From an optimization exercise on the open Yosys and OpenROAD flow, aimed at small area and a short achievable clock period; shortcuts taken in it are not production practice.
No run shown here included a check of the RTL's function; only the layout flow was run.
The flow treats the clock pin as an ideal source, which a real chip does not have.
No activity file was given, so power comes from the tool's default toggle rates.

==> flow/design.v (outline; a module is shown in full before it is edited, if it fits) <==
// module fa: 10 lines
// module ha: 9 lines
// module karatsaub: 2793 lines
module karatsaub (
    input             clk,
    input             rst,
    input             in_valid,
    input      [31:0] in_a,
    input      [31:0] in_b,
    output            out_valid,
    output reg [63:0] out_c
);
  // ...
==> flow/flow/run.sh <==
#!/bin/bash
# Layout flow: the standard synthesis unchanged, then the standard ORFS
# layout steps with timing repair aimed below the clock period (a larger
# setup slack margin), and before CTS the port buffers made plain
# buffers (pre_cts.tcl).  Each step's output goes to its own log.
set -e
bash standard.sh synth > synth.log 2>&1
bash standard.sh SETUP_SLACK_MARGIN=6.95 PRE_CTS_TCL=$PWD/flow/pre_cts.tcl HOOK_IN_BUF=sky130_fd_sc_hd__buf_1 HOOK_OUT_BUF=sky130_fd_sc_hd__buf_2 HOOK_FF_SIZE=2 HOOK_R1_SIZE=4  finish > layout.log 2>&1
==> flow/flow/pre_cts.tcl <==
# Port buffers: plain buffers instead of delay cells; output-stage flops
# one size up.  Only drive strengths and buffer types change.
set block [ord::get_db_block]
foreach bterm [$block getBTerms] {
  set net [$bterm getNet]
  if {$net == "NULL"} continue
  set name [$bterm getName]
  if {$name == "clk"} continue
  if {[$bterm getIoType] == "INPUT"} {
    foreach it [$net getITerms] {
      set inst [$it getInst]
      set m [[$inst getMaster] getName]
      if {[string match "*dlybuf*" $m] || [string match "*dlygate*" $m]} {
        replace_cell [$inst getName] $::env(HOOK_IN_BUF)
      }
    }
  } else {
    foreach it [$net getITerms] {
      if {![$it isOutputSignal]} continue
      set inst [$it getInst]
      replace_cell [$inst getName] $::env(HOOK_OUT_BUF)
      # the flop behind the output buffer
      foreach it2 [$inst getITerms] {
        if {![$it2 isInputSignal]} continue
        set n2 [$it2 getNet]
        foreach it3 [$n2 getITerms] {
          if {![$it3 isOutputSignal]} continue
          set f [$it3 getInst]
          set fm [[$f getMaster] getName]
          if {[regsub {_1$} $fm "_$::env(HOOK_FF_SIZE)" nm]} {
            if {[string match "*df*" $fm]} { replace_cell [$f getName] $nm }
          }
        }
      }
    }
  }
}
if {[info exists ::env(HOOK_R1_SIZE)] && $::env(HOOK_R1_SIZE) != ""} {
  foreach inst [$block getInsts] {
    set iname [$inst getName]
    if {![string match "r1_*" $iname]} continue
    set m [[$inst getMaster] getName]
    if {![string match "*dfxtp*" $m]} continue
    foreach it [$inst getITerms] {
      if {![$it isOutputSignal]} continue
      set n [$it getNet]
      if {$n == "NULL"} continue
      if {[llength [$n getITerms]] > 17} { replace_cell $iname sky130_fd_sc_hd__dfxtp_$::env(HOOK_R1_SIZE) }
    }
  }
}
==> flow/standard.sh <==
#!/bin/bash
# synth_recipe.tcl (not shown) runs the flow's synth.tcl, then flattens the netlist and writes it again
# the make line also repeats each setting of config.mk as NAME=value (left out here)
make -C /OpenROAD-flow-scripts/flow DESIGN_CONFIG=/design/flow/config.mk WORK_HOME=/design/flow/orfs CLKGATE_MAP_FILE= SYNTH_SCRIPT=/design/flow/synth_recipe.tcl "${@:-finish}"
==> flow/config.mk <==
export PLATFORM = sky130hd
export DESIGN_NAME = karatsaub
export DESIGN_NICKNAME = karatsaub
export VERILOG_FILES = /design/flow/design.v
export SDC_FILE = /design/flow/constraint.sdc
export NUM_CORES = 4
export LEC_CHECK = 0
export CAP_MARGIN = 20
export CORE_MARGIN = 2
export CORE_UTILIZATION = 60
export CTS_CLUSTER_DIAMETER = 200
export CTS_CLUSTER_SIZE = 15
export SLEW_MARGIN = 20
export SYNTH_HIERARCHICAL = 1
==> flow/constraint.sdc <==
create_clock -name core_clock -period 10.0 [get_ports {clk}]
set_input_delay 2.0000 -clock core_clock [delete_from_list [all_inputs] [get_ports {clk}]]
set_output_delay 2.0000 -clock core_clock [all_outputs]
set_load 0.01 [all_outputs]
==> notes.md, run 1 <==
- Status: finished clean
- Post-synth EDFFs: 0
- CP Launch Type: register
- Max reg flops: 64
- Top post-synthesis cells by area: fa_1, dfxtp_1, xnor2_1, o22ai_1, ha_1
- Port bufs: 131
- WL final: 98020 um
- DP Area: 32740 um2
- GRT met1 Usage: 48.73%
- Util after Layout: 64.81%
- Non-filler cells, final: 3364
- Slew Limit Fails: 0
- Leakage: 12.33 nW
- Hold EP: out_c[4]
- Largest stage delay on the critical path: 0.40 ns
- CP Capture Point: out_valid
- Worst hold path type: register to register
- Avg WL per Cell: 29.14 um
- Max FO, Critical Path: 1
- Worst hold path stage count: 0
- Most frequent cell after synthesis: xnor2_1
- # DRC: 0
- Sw frac: 41.57%
- N_diodes: 0
- Largest net degree at the start of global routing: 36
- Clkbuf count: 54
- WL met2: 42000 um
- Worst Slack Setup Final: 6.929 ns
- CP Capture Type: output pin
- Initial DRT Pass Iterations: 8
- Post-synthesis compound-gate area fraction: 11.58%
- Filler instances: 4137
- # Max-Cap Violations: 0
- Non-clk buf share: 2.640%
- CP max stage cell: dfrtp_2
- Stages on worst setup path: 1
- Largest class: multi-input gates
- Clock group: 1.37 mW
==> run 2: changes to the inputs <==
--- a/flow/config.mk
+++ b/flow/config.mk
@@ -10,4 +10,4 @@
 export CORE_UTILIZATION = 60
-export CTS_CLUSTER_DIAMETER = 200
-export CTS_CLUSTER_SIZE = 15
+export CTS_CLUSTER_DIAMETER = 300
+export CTS_CLUSTER_SIZE = 25
 export SLEW_MARGIN = 20
==> run 2 against run 1 <==
  * Clock-buffer cell count down 15
  * Worst setup slack got worse by 0.048 ns
  * Core utilization down 0.097 points
  * Synthesized cell count stayed put
  * Global-route usage shrank 0.30 points
  * Critical endpoint unchanged
  * Sequential share of layout area about the same
  * Non-clock buffer count stayed put
  * Final cell count down 0.56%
  * Critical path type unchanged
  * Flip-flop and latch count did not move
  * Critical path depth did not move
  * Design area is 0.15% lower
  * Highest routed layer is now met5
==> notes.md, run 2 <==
- Via Count: 22480 (about the same)
- Post-Syn Instances: 2737 (unchanged)
- # clock sinks: 471 (unchanged)
- Avg WL per Cell: 29.18 um (was 29.14 um)
- Vias in the first global route: 23990 (was 24180)
- Final setup violation count: 0 (unchanged)
- Clk slew on worst S/H paths: 0.09 ns (was 0.06 ns)
- Top post-synthesis cells by area: fa_1, dfxtp_1, xnor2_1, o22ai_1, ha_1 (unchanged)
- Slew Limit Fails: 0 (unchanged)
- Accumulated negative setup slack: 0 ns (unchanged)
- WL final: 97610 um (was 98020 um)
- Core area: 51410 um2 (unchanged)
- Global-route wire length before repair: 147600 um (was 148400 um)
- Final Cycle Share: 31.19% (was 30.71%)
- Max FO, Critical Path: 1 (unchanged)
- Synth top cells by count: xnor2_1, o22ai_1, fa_1 (unchanged)
- Total GRT Usage: 36.97% (was 37.27%)
- CP bufs+invs: 1 (unchanged)
- N_diodes: 0 (unchanged)
- Area share of the largest cell type after synthesis: 31.52% (unchanged)
- Worst hold path type: register to register (unchanged)
- RSZ-0062 raised after global routing: yes (unchanged)
- Largest net degree at the start of global routing: 36 (unchanged)
- Seq/Total Area, Yosys: 30.18% (unchanged)
- Max reg flops: 64 (unchanged)
- # DRC: 0 (unchanged)
- Initial antenna violation count: 1 (was 0)
- Synth Cell Area: 31310 um2 (unchanged)
- Layout Skew: 0.05363 ns (was 0.04441 ns)
- Commonest non-fill, non-tap cell in the layout: xnor2_1 (unchanged)
- Syn_nets: 3396 (unchanged)
- Minimum clock period: 3.119 ns (was 3.071 ns)
- Arr. time, crit path: 1.12 ns (was 1.07 ns)
- Non-filler cells, final: 3345 (was 3364)
- Synth warnings: 7 (unchanged)
- Status: finished clean (unchanged)
- R2R Path Start: r1_in_b_21 (unchanged)
- Initial DRT Pass Iterations: 8 (unchanged)
- NumNets Final: 3309 (was 3324)
- Multi-input combinational cell area: 20510 um2 (about the same)
- CP Capture Type: output pin (unchanged)
- CP top delay family: flip-flops (unchanged)
- Drt first-iter violations: 2900 (was 2868)
- Post-synth ARST share: 0.8493% (unchanged)
- Area leader, netlist: fa_1 (unchanged)
- # Max-Cap Violations: 0 (unchanged)
- # IOs: 132 (unchanged)
- Final hold violations: 0 (unchanged)
- HP Start: r3_n1501 (was r3_n1499)
- Filler instances: 4124 (was 4137)
- Final ANT Viol Nets: 0 (unchanged)
- Slew headroom: 43.59% (was 42.91%)
- Clk latency of the worst-skew pair: 0.62 ns (was 0.60 ns)
- GR Overflow Total: 0 (unchanged)
- CP Launch Type: register (unchanged)
- Total CTS buffers: 22 (was 37)
- Most frequent cells in the layout: xnor2_1, o22ai_1, fa_1 (unchanged)
- Critical path cell sequence: buf_6 (unchanged)
- Placed insts: 3306 (unchanged)
- Unique cell type count in the Yosys netlist: 43 (unchanged)
- Post-synth EDFFs: 0 (unchanged)
- DP HPWL: 60010 um (unchanged)
- Largest regs: out_c: 64 flops, vld: 4 flops (unchanged)
- WP data required: 8.00 ns (about the same)
- CTS tree: built (unchanged)
- Syn_area_per_cell: 11.44 um2 (unchanged)
- Starting Density: 60.91% (unchanged)
- Crit path from: vld[3] (unchanged)
- Register bit total from synthesis: 471 (unchanged)
- VDD IR max: 0.2143 mV (was 0.2249 mV)
- Post-synth top flop: dfxtp_1 (unchanged)
- P per Cell Area: 338.5 nW/um2 (was 343.6 nW/um2)
- Hold_buf cts: 0 (unchanged)
- CP max stage cell: dfrtp_2 (unchanged)
- Die H: 232.4 um (unchanged)
- Share of layout cells above drive strength 1: 9.681% (was 10.21%)
- Worst slew pin tran: 0.8462 ns (was 0.8563 ns)
- Die area: 54030 um2 (unchanged)
- Fmax: 320.6 MHz (was 325.6 MHz)
- Crit Path Category: register to output pin (unchanged)
- Cell Rows: 83 (unchanged)
- Largest stage delay on the critical path: 0.41 ns (was 0.40 ns)
- Area grow syn2layout: 6.250% (was 6.410%)
- Reg area: 9693 um2 (unchanged)
- Leakage: 12.26 nW (was 12.33 nW)
- Most frequent cell after synthesis: xnor2_1 (unchanged)
- Port bufs: 131 (unchanged)
- Die width: 232.4 um (unchanged)
- Final GP Congestion: 0.8726 (unchanged)
- Largest register by flop count: out_c (unchanged)
- Mean number of vias per cell: 6.720 (was 6.683)
## run 2: cell counts after synthesis
Identical to the previous run, type by type.
## run 2: logic make-up (layout without fill, tap and decap cells)
| family | count (synthesis) | after routing | share of synthesized area (%) |
|---|---|---|---|
| compound gates | 569 | 569 | 11.58 |
| xor+xnor | 574 | 574 | 16.06 |
| fa+ha+maj | 592 | 592 | 35.48 |
| buf+inv | 363 | 291 | 4.352 |
| flops | 471 | 471 | 30.18 |
| simple gates | 168 | 168 | 2.350 |
## run 2: report_power, final
group	switching, mW	internal (mW)
clock	0.610	0.450
combinational	3.39	3.15
sequential	0.695	2.96
total	4.70	6.56
## run 2: worst paths after layout
kind	end	slack, ns	cells past startpoint
worst max register to register	r2_n869_0	6.91	6
worst min-delay path	out_c[6]	0.33	0
max in group asynchronous	vld[3]	8.61	2
worst max-delay path	out_valid	6.88	1
min in group asynchronous	vld[3]	1.24	2
worst min register to register	out_c[6]	0.33	0
## run 2: layout make-up
class	count	area share (%)
clock buffers	39	1.975
well taps	680	2.558
inverters	88	1.038
repair buffers	164	3.641
flip-flops and latches	471	29.14
multi-input cells	1903	61.65
## run 2: per-stage QoR
| stage | total power [mW] | cell area [um2] | setup WS, ns | hold WS [ns] | utilization [%] |
|---|---|---|---|---|---|
| 2_1_floorplan | 7.667 | 31310 | 7.101 | 0.3096 | - |
| 3_5_place_dp | 10.20 | 32740 | 6.575 | 0.3132 | 63.69 |
| 4_1_cts | 11.31 | 33090 | 6.862 | 0.3309 | 64.38 |
| 6_report | 11.26 | 33270 | 6.881 | 0.3321 | 64.71 |
| 3_3_place_gp | 9.961 | 32740 | 6.659 | 0.3165 | 63.69 |
| 5_1_grt | 12.47 | 33270 | 6.854 | 0.3405 | 64.71 |
## run 2: modules after synthesis (local to each module, per instance)
module	area [um2]	flops+latches
fa	20.02	0
ha	12.51	0
karatsaub	20800	471
## run 2: metal layers
| layer | track usage, % | up-vias | wire, um |
|---|---|---|---|
| met4 | 19.05 | 4 | 6167 |
| met1 | 48.40 | 11130 | 35700 |
| met5 | 0.8272 | - | 66 |
| li1 | - | 8994 | - |
| met3 | 12.63 | 517 | 14230 |
| met2 | 54.55 | 1834 | 41450 |
## run 2: timing repair
item                       CTS  global route
buffers inserted             0             0
setup endpoints to repair   71            87
gates resized for setup     46            32
pin swaps                    0             1
==> run 3: changes to the inputs <==
--- a/flow/flow/run.sh
+++ b/flow/flow/run.sh
@@ -7,2 +7,2 @@
 bash standard.sh synth > synth.log 2>&1
-bash standard.sh SETUP_SLACK_MARGIN=6.95 PRE_CTS_TCL=$PWD/flow/pre_cts.tcl HOOK_IN_BUF=sky130_fd_sc_hd__buf_1 HOOK_OUT_BUF=sky130_fd_sc_hd__buf_2 HOOK_FF_SIZE=2 HOOK_R1_SIZE=4  finish > layout.log 2>&1
+bash standard.sh SETUP_SLACK_MARGIN=7.05 PRE_CTS_TCL=$PWD/flow/pre_cts.tcl HOOK_IN_BUF=sky130_fd_sc_hd__buf_1 HOOK_OUT_BUF=sky130_fd_sc_hd__buf_2 HOOK_FF_SIZE=2 HOOK_R1_SIZE=4  finish > layout.log 2>&1
--- a/flow/config.mk
+++ b/flow/config.mk
@@ -10,4 +10,4 @@
 export CORE_UTILIZATION = 60
-export CTS_CLUSTER_DIAMETER = 300
-export CTS_CLUSTER_SIZE = 25
+export CTS_CLUSTER_DIAMETER = 200
+export CTS_CLUSTER_SIZE = 15
 export SLEW_MARGIN = 20
==> run 3 against run 2 <==
  * First-iteration DRC count is 2.9% higher
  * Largest cell class unchanged
  * Non-clock buffer count is 4 higher
  * Final cell count is 0.72% higher
  * Critical path depth stayed put
  * Worst hold slack worse by 0.0041 ns
  * Synthesized cell count stayed put
  * Largest power group unchanged
  * Sequential share of layout area is 0.48 points lower
  * Via count is 0.95% higher
  * Critical endpoint unchanged
  * Still clean on timing, DRC and antenna
  * Sequential power hardly changed
  * Clock skew is 0.0061 ns lower
  * Design area is 1.7% higher
==> notes.md, run 3 <==
- Avg WL per Cell: 29.27 um (was 29.18 um)
- Layout Skew: 0.04755 ns (was 0.05363 ns)
- Vias in the first global route: 24220 (was 23990)
- Synth Cell Area: 31310 um2 (unchanged)
- RSZ-0062 raised after global routing: yes (unchanged)
- Largest regs: out_c: 64 flops, vld: 4 flops (unchanged)
- NumNets Final: 3328 (was 3309)
- Accumulated negative setup slack: 0 ns (unchanged)
- Worst slew pin tran: 0.7455 ns (was 0.8462 ns)
- Largest stage delay on the critical path: 0.40 ns (was 0.41 ns)
- Final setup violation count: 0 (unchanged)
- Placed insts: 3306 (unchanged)
- Via Count: 22690 (was 22480)
- Minimum clock period: 3.070 ns (was 3.119 ns)
- WL final: 98600 um (was 97610 um)
- # clock sinks: 471 (unchanged)
- WP data required: 8.00 ns (about the same)
- Most frequent cell after synthesis: xnor2_1 (unchanged)
- # Max-Cap Violations: 0 (unchanged)
- Final hold violations: 0 (unchanged)
- Post-synthesis xor/xnor area fraction: 16.06% (unchanged)
- CTS tree: built (unchanged)
- Register bit total from synthesis: 471 (unchanged)
- Initial DRT Pass Iterations: 7 (was 8)
- Multiplexer area fraction after synthesis: 0% (unchanged)
- # IOs: 132 (unchanged)
- Cell Rows: 83 (unchanged)
- Die H: 232.4 um (unchanged)
- Arr. time, crit path: 1.07 ns (was 1.12 ns)
- Final ANT Viol Nets: 0 (unchanged)
- Post-synthesis compound-gate area fraction: 11.58% (unchanged)
- GR Overflow Total: 0 (unchanged)
- CP Launch Type: register (unchanged)
- Post-Syn Instances: 2737 (unchanged)
- Area grow syn2layout: 8.056% (was 6.250%)
- Die width: 232.4 um (unchanged)
- Worst hold path type: register to register (unchanged)
- Crit Path Category: register to output pin (unchanged)
- Max FO, Critical Path: 1 (unchanged)
- Initial antenna violation count: 1 (unchanged)
- Post-synth EDFFs: 0 (unchanged)
- Largest family of logic cells by synthesized area: adder cells (unchanged)
- Final Cycle Share: 30.70% (was 31.19%)
- CP bufs+invs: 1 (unchanged)
- Largest net degree at the start of global routing: 36 (unchanged)
- Synth warnings: 7 (unchanged)
- Post-synth top flop: dfxtp_1 (unchanged)
- Post-Synth Adder-Cell Area: 35.48% (unchanged)
- Largest register by flop count: out_c (unchanged)
- Total GRT Usage: 37.29% (was 36.97%)
- Fmax: 325.7 MHz (was 320.6 MHz)
- Fraction of the mapped netlist area in simple logic gates: 2.350% (unchanged)
- Max reg flops: 64 (unchanged)
- Post-synth ARST share: 0.8493% (unchanged)
- Final GP Congestion: 0.8726 (unchanged)
- Total CTS buffers: 37 (was 22)
- Slew Limit Fails: 0 (unchanged)
- DP HPWL: 60010 um (unchanged)
- CP max stage cell: dfrtp_2 (unchanged)
- Reg2Reg Setup Slack: 7.05 ns (was 6.91 ns)
- Top post-synthesis cells by area: fa_1, dfxtp_1, xnor2_1, o22ai_1, ha_1 (unchanged)
- Drt first-iter violations: 2985 (was 2900)
- Power after layout: 11.66 mW (was 11.26 mW)
- Non-filler cells, final: 3369 (was 3345)
- VDD IR max: 0.2425 mV (was 0.2143 mV)
- Unique cell type count in the Yosys netlist: 43 (unchanged)
- Core area: 51410 um2 (unchanged)
- # DRC: 0 (unchanged)
- Synth top cells by count: xnor2_1, o22ai_1, fa_1 (unchanged)
- Syn_nets: 3396 (unchanged)
- Port bufs: 131 (unchanged)
- Mean number of vias per cell: 6.735 (was 6.720)
- Seq/Total Area, Yosys: 30.18% (unchanged)
- Area leader, netlist: fa_1 (unchanged)
- Die area: 54030 um2 (unchanged)
- Area share of the largest cell type after synthesis: 31.52% (unchanged)
- Clk slew on worst S/H paths: 0.06 ns (was 0.09 ns)
- P per Cell Area: 344.7 nW/um2 (was 338.5 nW/um2)
- Starting Density: 60.91% (unchanged)
- Critical path cell sequence: buf_6 (unchanged)
- Most frequent cells in the layout: xnor2_1, o22ai_1, fa_1 (unchanged)
- Leakage: 12.52 nW (was 12.26 nW)
- Syn_area_per_cell: 11.44 um2 (unchanged)
- Clk latency of the worst-skew pair: 0.60 ns (was 0.62 ns)
- Status: finished clean (unchanged)
- Global-route wire length before repair: 148400 um (was 147600 um)
- Hold_buf cts: 0 (unchanged)
- Commonest non-fill, non-tap cell in the layout: xnor2_1 (unchanged)
- Share of layout cells above drive strength 1: 10.57% (was 9.681%)
- CP top delay family: flip-flops (unchanged)
- Slew headroom: 50.30% (was 43.59%)
- CP Capture Type: output pin (unchanged)
## run 3: layout make-up
class	count	area, um2
antenna	1	2.502
inverter	88	352.8
clock buffer	54	989.7
clock inverter	4	52.55
fill	4060	17570
tap	680	850.8
multi-input combinational	1903	20520
sequential	471	9697
timing repair buffer	168	1363
## run 3: where the power goes
part / internal (mW) / switching, mW / total, mW
Sequential: 2.96 / 0.700 / 3.66
Combinational: 3.19 / 3.43 / 6.62
Clock: 0.691 / 0.683 / 1.37
## run 3: cells by family after synthesis
| family | Yosys count |
|---|---|
| AOI/OAI and AO/OA | 569 |
| buffers and inverters | 363 |
| DFF | 471 |
| and+or+nand+nor | 168 |
| adders and majority gates | 592 |
| xor gates and xnor gates | 574 |
## run 3: timing repair
action / 4_1_cts / 5_1_grt
pin swaps: 0 / 1
resized for setup: 83 / 19
setup buffers: 0 / 4
endpoints found under the setup margin: 182 / 110
## run 3: metal layers
metal  vias to the layer above  routed length, um  GRT usage [%]  share of wire, %
li1                       9029                  -              -                 -
met1                     11200              36390          48.72                37
met2                      1944              42580          54.95                43
met3                       515              14120          13.14                14
met4                         2               5486          19.15               5.6
met5                         -                 18              0             0.018
## run 3: through the flow
stage | setup WS [ns] | utilization, % | instance area (um2) | hold slack, ns
6_report | 6.930 | 65.81 | 33830 | 0.3280
5_1_grt | 6.900 | 65.81 | 33830 | 0.3360
4_1_cts | 6.908 | 65.56 | 33700 | 0.3316
3_5_place_dp | 6.575 | 63.69 | 32740 | 0.3132
3_3_place_gp | 6.659 | 63.69 | 32740 | 0.3165
2_1_floorplan | 7.101 | - | 31310 | 0.3096
## run 3: Yosys stat by module (local to each module, per instance)
module	area [um2]	cells inside	copies in the design	flip-flops and latches
fa	20.02	1	493	0
ha	12.51	1	51	0
karatsaub	20800	2193	1	471
## run 3: path summary, 6_finish.rpt
path,startpoint,endpoint,cells after the start
setup / recovery,vld[3],out_valid,1
hold / removal,r3_n1499,out_c[4],0
setup reg to reg,r1_n89,r2_n869_0,6
hold reg to reg,r3_n1499,out_c[4],0
max in group asynchronous,rst,vld[3],2
min in group asynchronous,rst,vld[0],2

## what the ideal ports hide
The results above use ideal ports. As a check the final layouts listed here were re-extracted and re-timed, cells and wires unchanged.
Step 1, drivers: a clkbuf_16 drives clk and a buf_2 each remaining input, both assumed.
Step 2 times the ports against the registers' clock, not the clock port: input delays grow and output delays shrink by t, the midpoint of the rising clock arrivals with the driver on.
Three values: ideal, step 1, step 2; two values: the first two.
run	t (ns)	setup slack, ns	worst setup path after step 2
run 1	0.642	6.929 / 6.864 / 6.939	register to register
run 2	0.651	6.881 / 6.820 / 6.913	register to register
run 3	0.643	6.930 / 6.864 / 7.046	register to register
After both steps every run listed still meets setup and hold.
